Source: an optimization exercise on an open RTL-to-GDS flow (aim: small area, a short achievable clock period and few clock cycles). Production flows keep margins and buffers that such runs may drop. Where RTL was checked, it was by simulation tests only, not by an equivalence proof against the original.

the baseline:
==> flow/design.v (excerpt) <==
module goldschmidt_divider_q4_4 (
    input  wire       clk,
    input  wire       rst_n,
    input  wire       start,
    input  wire [7:0] numerator,
    input  wire [7:0] denominator,
    output wire [7:0] quotient,
    output reg        valid,
    output reg        error
);
==> flow/config.mk <==
export PLATFORM = sky130hd
export DESIGN_NAME = goldschmidt_divider_q4_4
export DESIGN_NICKNAME = goldschmidt_divider_q4_4
export VERILOG_FILES = /design/flow/design.v
export SDC_FILE = /design/flow/constraint.sdc
export NUM_CORES = 4
export LEC_CHECK = 0
export ABC_AREA = 1
export CAP_MARGIN = 20
export CORE_MARGIN = 2
export CORE_UTILIZATION = 40
export SETUP_SLACK_MARGIN = 1.5
export SLEW_MARGIN = 20
==> flow/constraint.sdc <==
create_clock -name core_clock -period 8.0 [get_ports {clk}]
set_input_delay 1.6000 -clock core_clock [delete_from_list [all_inputs] [get_ports {clk}]]
set_output_delay 1.6000 -clock core_clock [all_outputs]
set_load 0.01 [all_outputs]
standard.sh (not shown) runs the stock make flow with config.mk's settings and CLKGATE_MAP_FILE= SYNTH_SCRIPT=/design/flow/synth_recipe.tcl, a recipe that flattens the netlist after the stock synthesis.
==> flow/flow/run.sh <==
#!/bin/bash
set -euo pipefail
bash standard.sh MATCH_CELL_FOOTPRINT=0 'BUFFER_PORTS_ARGS=-buffer_cell sky130_fd_sc_hd__buf_2' finish > standard.log 2>&1
diff inputs: the baseline => the candidate
--- a/flow/design.v
+++ b/flow/design.v
@@ -447,37 +447,36 @@
     assign m2_47 = m2_16 ^ m2_17 ^ ((e2_2 & n2[11]));
     assign m2_48 = (m2_16 & m2_17) | (m2_16 & ((e2_2 & n2[11]))) | (m2_17 & ((e2_2 & n2[11])));
     assign m2_49 = n2[9] ^ c2[17] ^ m2_18;
     assign m2_50 = (n2[9] & c2[17]) | (n2[9] & m2_18) | (c2[17] & m2_18);
     assign m2_51 = n2[10] ^ c2[18];
     assign m2_52 = n2[10] & c2[18];
     assign m2_53 = n2[11] ^ c2[19];
     assign m2_54 = n2[11] & c2[19];
     wire [19:0] y_a = {m2_53, m2_51, m2_49, m2_47, m2_45, m2_43, m2_41, m2_39, m2_37, m2_35, m2_33, m2_31, m2_29, m2_27, m2_25, m2_23, m2_21, m2_19, (es_0 ^ ((e1_0 & n2[1]) | (e2_0 & n2[0]))), c2[0]};
     wire [19:0] y_b = {m2_52, m2_50, m2_48, m2_46, m2_44, m2_42, m2_40, m2_38, m2_36, m2_34, m2_32, m2_30, m2_28, m2_26, m2_24, m2_22, m2_20, (es_1 ^ ((e1_1 & n2[0]))), 1'b0, (es_0 ^ ((e1_0 & n2[0])))};
-    wire [14:0] ylo = {1'b0, y_a[13:0]} + {1'b0, y_b[13:0]};
-    reg [5:0]  yha, yhb;
-    reg [5:0]  n3lo;
-    reg        cy, sg;
+    wire [8:0] ylo = {1'b0, y_a[7:0]} + {1'b0, y_b[7:0]};
+    reg [11:0] ysb, ycb;
+    reg        c8b, sg;
     reg [2:0]  pb;
     reg [1:0]  sb;
     always @(posedge clk) begin
-        {yha, n3lo} <= usespa ? {3'd0, speca, 1'b0} : {y_a[19:14], ylo[13:8]};
-        yhb   <= usespa ? 6'd0 : y_b[19:14];
-        cy    <= ~usespa & ylo[14];
+        ysb   <= usespa ? {3'd0, speca, 1'b0} : y_a[19:8];
+        ycb   <= usespa ? 12'd0 : y_b[19:8];
+        c8b   <= ~usespa & ylo[8];
         pb    <= usespa ? 3'd0 : pa;
         sb    <= usespa ? 2'd3 : s3;
         sg    <= sgna;
         error <= dza;
     end
-    wire [6:0]  n3c = {yha, 1'b1} + {yhb, cy};    
-    wire [11:0] n3  = {n3c[6:1], n3lo};
+    wire [12:0] n3c = {ysb, 1'b1} + {ycb, c8b};    
+    wire [11:0] n3  = n3c[12:1];
     wire [5:0]  n3s = (sb == 2'd0) ? n3[11:6] :
                       (sb == 2'd1) ? {1'b0, n3[11:7]} :
                       (sb == 2'd2) ? {2'b0, n3[11:8]} : 6'd0;
     wire [12:0] n4  = {1'b0, n3} + {7'd0, n3s};
     wire [6:0]  ph = 7'd1 << pb;
     wire [8:0]  t = ({9{ph[0]}} & n4[8:0])  | ({9{ph[1]}} & n4[9:1])  |
                     ({9{ph[2]}} & n4[10:2]) | ({9{ph[3]}} & n4[11:3]) |
                     ({9{ph[4]}} & n4[12:4]) | ({9{ph[5]}} & {1'b0, n4[12:5]}) |
                     ({9{ph[6]}} & {2'b0, n4[12:6]});
     assign quotient = (t[8:1] ^ {8{sg}}) + {7'd0, t[0] ^ sg};
### Flow results
Looking only at share of synthesized flip-flops with an asynchronous set or reset, and setting everything else aside, the lower value of the baseline and the candidate goes to the candidate. Summary of the candidate over the baseline: flip-flop and latch count has increased, total setup violations reported at the end of the flow held. Slew of the pin with the lowest slew margin was lower in the run labelled the baseline. The more densely filled core belongs to the candidate, not the baseline. Width of the die, the baseline and the candidate: smaller value in the baseline. In the metrics for the baseline and the candidate, the one carrying the higher final critical-path setup slack is the baseline. Both conditions hold for the candidate: the flow ran to the end and the final layout passed the timing, DRC and antenna checks. The candidate ends up with a sum of routed wire length over all layers that is 410 µm higher than in the baseline.
Function was not checked in any run of this note: the RTL went through the layout flow alone.

---

== the reference run ==
Another version of the RTL of goldschmidt_divider_q4_4 (not shown whole).
For scale: roughly 1300 cells after synthesis, roughly 8800 um^2 of cells after synthesis.
Design goldschmidt_divider_q4_4, start of the top module:
module goldschmidt_divider_q4_4 (
    input  wire       clk,
    input  wire       rst_n,
    input  wire       start,
    input  wire [7:0] numerator,
    input  wire [7:0] denominator,
    output wire [7:0] quotient,
    output reg        valid,
    output reg        error
);
    reg busy;
    always @(posedge clk or negedge rst_n) begin
        if (!rst_n) begin
            busy  <= 1'b0;
            valid <= 1'b0;
        end else begin
            busy  <= start;
            valid <= busy;
        end
    end
    wire       sgn0 = numerator[7] ^ denominator[7];
    wire [7:0] nr0  = numerator[7]   ? -numerator   : numerator;
    wire [7:0] dr0  = denominator[7] ? -denominator : denominator;
    reg [2:0] p0, cls0;
    always @(*) begin
        casez (dr0)
            8'b1???????: begin p0 = 3'd7; cls0 = dr0[6:4]; end
            8'b01??????: begin p0 = 3'd6; cls0 = dr0[5:3]; end
            8'b001?????: begin p0 = 3'd5; cls0 = dr0[4:2]; end
            8'b0001????: begin p0 = 3'd4; cls0 = dr0[3:1]; end
            8'b00001???: begin p0 = 3'd3; cls0 = dr0[2:0]; end
            8'b000001??: begin p0 = 3'd2; cls0 = {dr0[1:0], 1'b0}; end
            8'b0000001?: begin p0 = 3'd1; cls0 = {dr0[0], 2'b0}; end
            default:     begin p0 = 3'd0; cls0 = 3'd0; end
        endcase
    end
    reg [4:0] bd0, bd1;
    reg [2:0] bd2;
    always @(*) begin
        case ({nr0[2:0], 1'b0})
            4'b0000:          bd0 = 5'b00000;
            4'b0010:          bd0 = 5'b00001;
            4'b0100:          bd0 = 5'b00010;
            4'b0110:          bd0 = 5'b00100;
            4'b1000:          bd0 = 5'b11000;
            4'b1010:          bd0 = 5'b10100;
            4'b1100:          bd0 = 5'b10010;
            default:          bd0 = 5'b10001;
        endcase
        case (nr0[5:2])
            4'b0000, 4'b1111: bd1 = 5'b00000;
            4'b0001, 4'b0010: bd1 = 5'b00001;
            4'b0011, 4'b0100: bd1 = 5'b00010;
            4'b0101, 4'b0110: bd1 = 5'b00100;
            4'b0111:          bd1 = 5'b01000;
            4'b1000:          bd1 = 5'b11000;
            4'b1001, 4'b1010: bd1 = 5'b10100;
            4'b1011, 4'b1100: bd1 = 5'b10010;
  ...
Settings: LEC_CHECK=0, ABC_AREA=1, CAP_MARGIN=20, CORE_MARGIN=2, CORE_UTILIZATION=55, SETUP_SLACK_MARGIN=1.5, SLEW_MARGIN=20; clock period 8.0 ns.
==> flow/flow/run.sh <==
#!/bin/bash
# The standard layout (the standard.sh: ORFS synthesis to the final
# layout, unchanged), with two settings changed: timing repair may swap a cell
# for one of another footprint (sky130hd's platform config restricts repair to
# same-footprint sizes), and the buffer put on every input and output port is
# a buf_2 rather than the resizer's default pick. The whole ORFS run's output
# goes to standard.log.
set -euo pipefail
bash standard.sh MATCH_CELL_FOOTPRINT=0 'BUFFER_PORTS_ARGS=-buffer_cell sky130_fd_sc_hd__buf_2' finish > standard.log 2>&1
Testbench counts of the reference run, summed over its fixed seeds: cycles 32,000.
The inputs of the trial run differ from those of the reference run as listed below.
diff --git a/flow/design.v b/flow/design.v
--- a/flow/design.v
+++ b/flow/design.v
@@ -419,13 +419,12 @@
     assign rom_n314 = rom_n309 & rom_n313;
     assign rom0[7] = rom_n310 | rom_n314;
     wire dz0   = (denominator == 8'd0);
     wire eq0   = (nr0 == dr0);
     wire d160  = (dr0 == 8'h10) & nr0[7];
     wire d1280 = (denominator == 8'h80);
-    wire usesp0 = dz0 | eq0 | d160 | d1280;
     reg [7:0] spec0;
     always @(*) begin
         if (dz0)       spec0 = 8'h00;
         else if (eq0)  spec0 = 8'h10;
         else if (d160) spec0 = 8'h80;
         else           spec0 = rom0;
@@ -482,23 +481,25 @@
     wire [13:0] ppa2 = {ppa2_13, ppa2_12, ppa2_11, ppa2_10, ppa2_9, ppa2_8, ppa2_7, ppa2_6, ppa2_5, ppa2_4, ppa2_3, ppa2_2, ppa2_1, ppa2_0};
     reg [14:0] pp0, pp1;
     reg [13:0] pp2;
     reg        bs0, bs1;
     reg [2:0]  pa, cls;
     reg        sgna, dza, usespa;
+    reg [7:0]  speca;
     always @(posedge clk) begin
-        pp0    <= usesp0 ? 15'd0 : ppa0;
-        pp1    <= usesp0 ? 15'd0 : ppa1;
-        pp2    <= usesp0 ? {3'd0, spec0, 3'd0} : ppa2;
-        bs0    <= ~usesp0 & bsa0;
-        bs1    <= ~usesp0 & bsa1;
+        pp0    <= ppa0;
+        pp1    <= ppa1;
+        pp2    <= ppa2;
+        bs0    <= bsa0;
+        bs1    <= bsa1;
         pa     <= p0;
         cls    <= cls0;
         sgna   <= sgn0;
         dza    <= dz0;
-        usespa <= usesp0;
+        usespa <= dz0 | eq0 | d160 | d1280;
+        speca  <= spec0;
     end
     wire m1_1;
     wire m1_2;
     wire m1_3;
     wire m1_4;
     wire m1_5;
@@ -588,19 +589,18 @@
     wire [2:0] e2 = ({3{cls == 3'd0}} & 3'd4) |
         ({3{cls == 3'd1}} & 3'd1) |
         ({3{cls == 3'd3}} & 3'd1) |
         ({3{cls == 3'd4}} & 3'd2) |
         ({3{cls == 3'd5}} & 3'd1) |
         ({3{cls == 3'd6}} & 3'd1);
-    wire [19:0] c2t = ({20{cls == 3'd0}} & 20'd1040385) |
+    wire [19:0] c2 = ({20{cls == 3'd0}} & 20'd1040385) |
         ({20{cls == 3'd2}} & 20'd1015812) |
         ({20{cls == 3'd4}} & 20'd1040385);
-    wire [19:0] c2 = c2t & {20{~usespa}};
-    wire es_0 = es[0] & ~usespa, es_1 = es[1] & ~usespa;
-    wire e1_0 = e1[0] & ~usespa, e1_1 = e1[1] & ~usespa, e1_2 = e1[2] & ~usespa;
-    wire e2_0 = e2[0] & ~usespa, e2_1 = e2[1] & ~usespa, e2_2 = e2[2] & ~usespa;
+    wire es_0 = es[0], es_1 = es[1];
+    wire e1_0 = e1[0], e1_1 = e1[1], e1_2 = e1[2];
+    wire e2_0 = e2[0], e2_1 = e2[1], e2_2 = e2[2];
     wire m2_1;
     wire m2_2;
     wire m2_3;
     wire m2_4;
     wire m2_5;
     wire m2_6;
@@ -711,13 +711,13 @@
     wire [19:0] y  = y_a + y_b;
     reg [11:0] n3;
     reg        sg;
     reg [2:0]  pb;
     reg [1:0]  sb;
     always @(posedge clk) begin
-        n3    <= y[19:8];
+        n3    <= usespa ? {3'd0, speca, 1'b0} : y[19:8];
         pb    <= usespa ? 3'd0 : pa;
         sb    <= usespa ? 2'd3 : s3;
         sg    <= sgna;
         error <= dza;
     end
     wire [5:0]  n3s = (sb == 2'd0) ? n3[11:6] :
--- outcome ---
- No run among the reference run and the trial run stopped early or left any final violation; all are clean.
- When the trial run is set beside the reference run, its post-synthesis async set-or-reset flop share turns out to be 0.25 points smaller.
- Summary of the trial run over the reference run: number of placement rows now sits higher, tightest slew margin relative to the limit has increased.
- The trial run has average routed wire per standard cell above what the reference run had.
- Going from the reference run to the trial run, highest clock rate shrank by a few percent.
- In the trial run the area used by multi-input combinational logic turned out 270 um^2 higher than in the reference run.
- The first-iteration DRC count number comes out lower for the trial run vs the reference run.
- Looking at data required time at the worst endpoint across the reference run and the trial run, the one that comes out higher is the reference run.
- Global routing met2 resource utilization came out lower on the trial run than on the reference run.
- NOTE synthesized cell count the reference run->the trial run increased by a few percent
Testbench counts of the trial run, summed over its fixed seeds: cycles 32,000.

-- re-timing with driven ports --
Ports are ideal in the flow. The routed layouts listed here were re-timed in OpenROAD. Step 1 (the two cells are an assumption about what drives the block):
set clk [get_ports {clk}]
set_driving_cell -lib_cell sky130_fd_sc_hd__clkbuf_16 $clk
set_driving_cell -lib_cell sky130_fd_sc_hd__buf_2 [delete_from_list [all_inputs] $clk]
Step 2 moves the port delays by t, midway between the first and last clock arrival at a register: inputs arrive t later, outputs are due t later. That takes back most of the time a late clock gives input paths. Slacks: ideal / step 1 / step 2; pairs: ideal / step 1.
run	t (ns)	slack for setup (ns)	worst setup path at the end	latest minus earliest clock arrival (ns)	worst data-port slew with drivers (ns)
the baseline	0.387	1.992 / 1.950 / 2.006	register to register	0.014 / 0.013	0.03
the candidate	0.383	1.708 / 1.664 / 2.047	register to output	0.010 / 0.010	0.03
the reference run	0.373	2.148 / 2.148 / 2.148	register to register	0.015 / 0.015	0.03
the trial run	0.378	2.004 / 2.004 / 2.004	register to register	0.006 / 0.006	0.03
After both steps setup and hold are still met in every run listed.
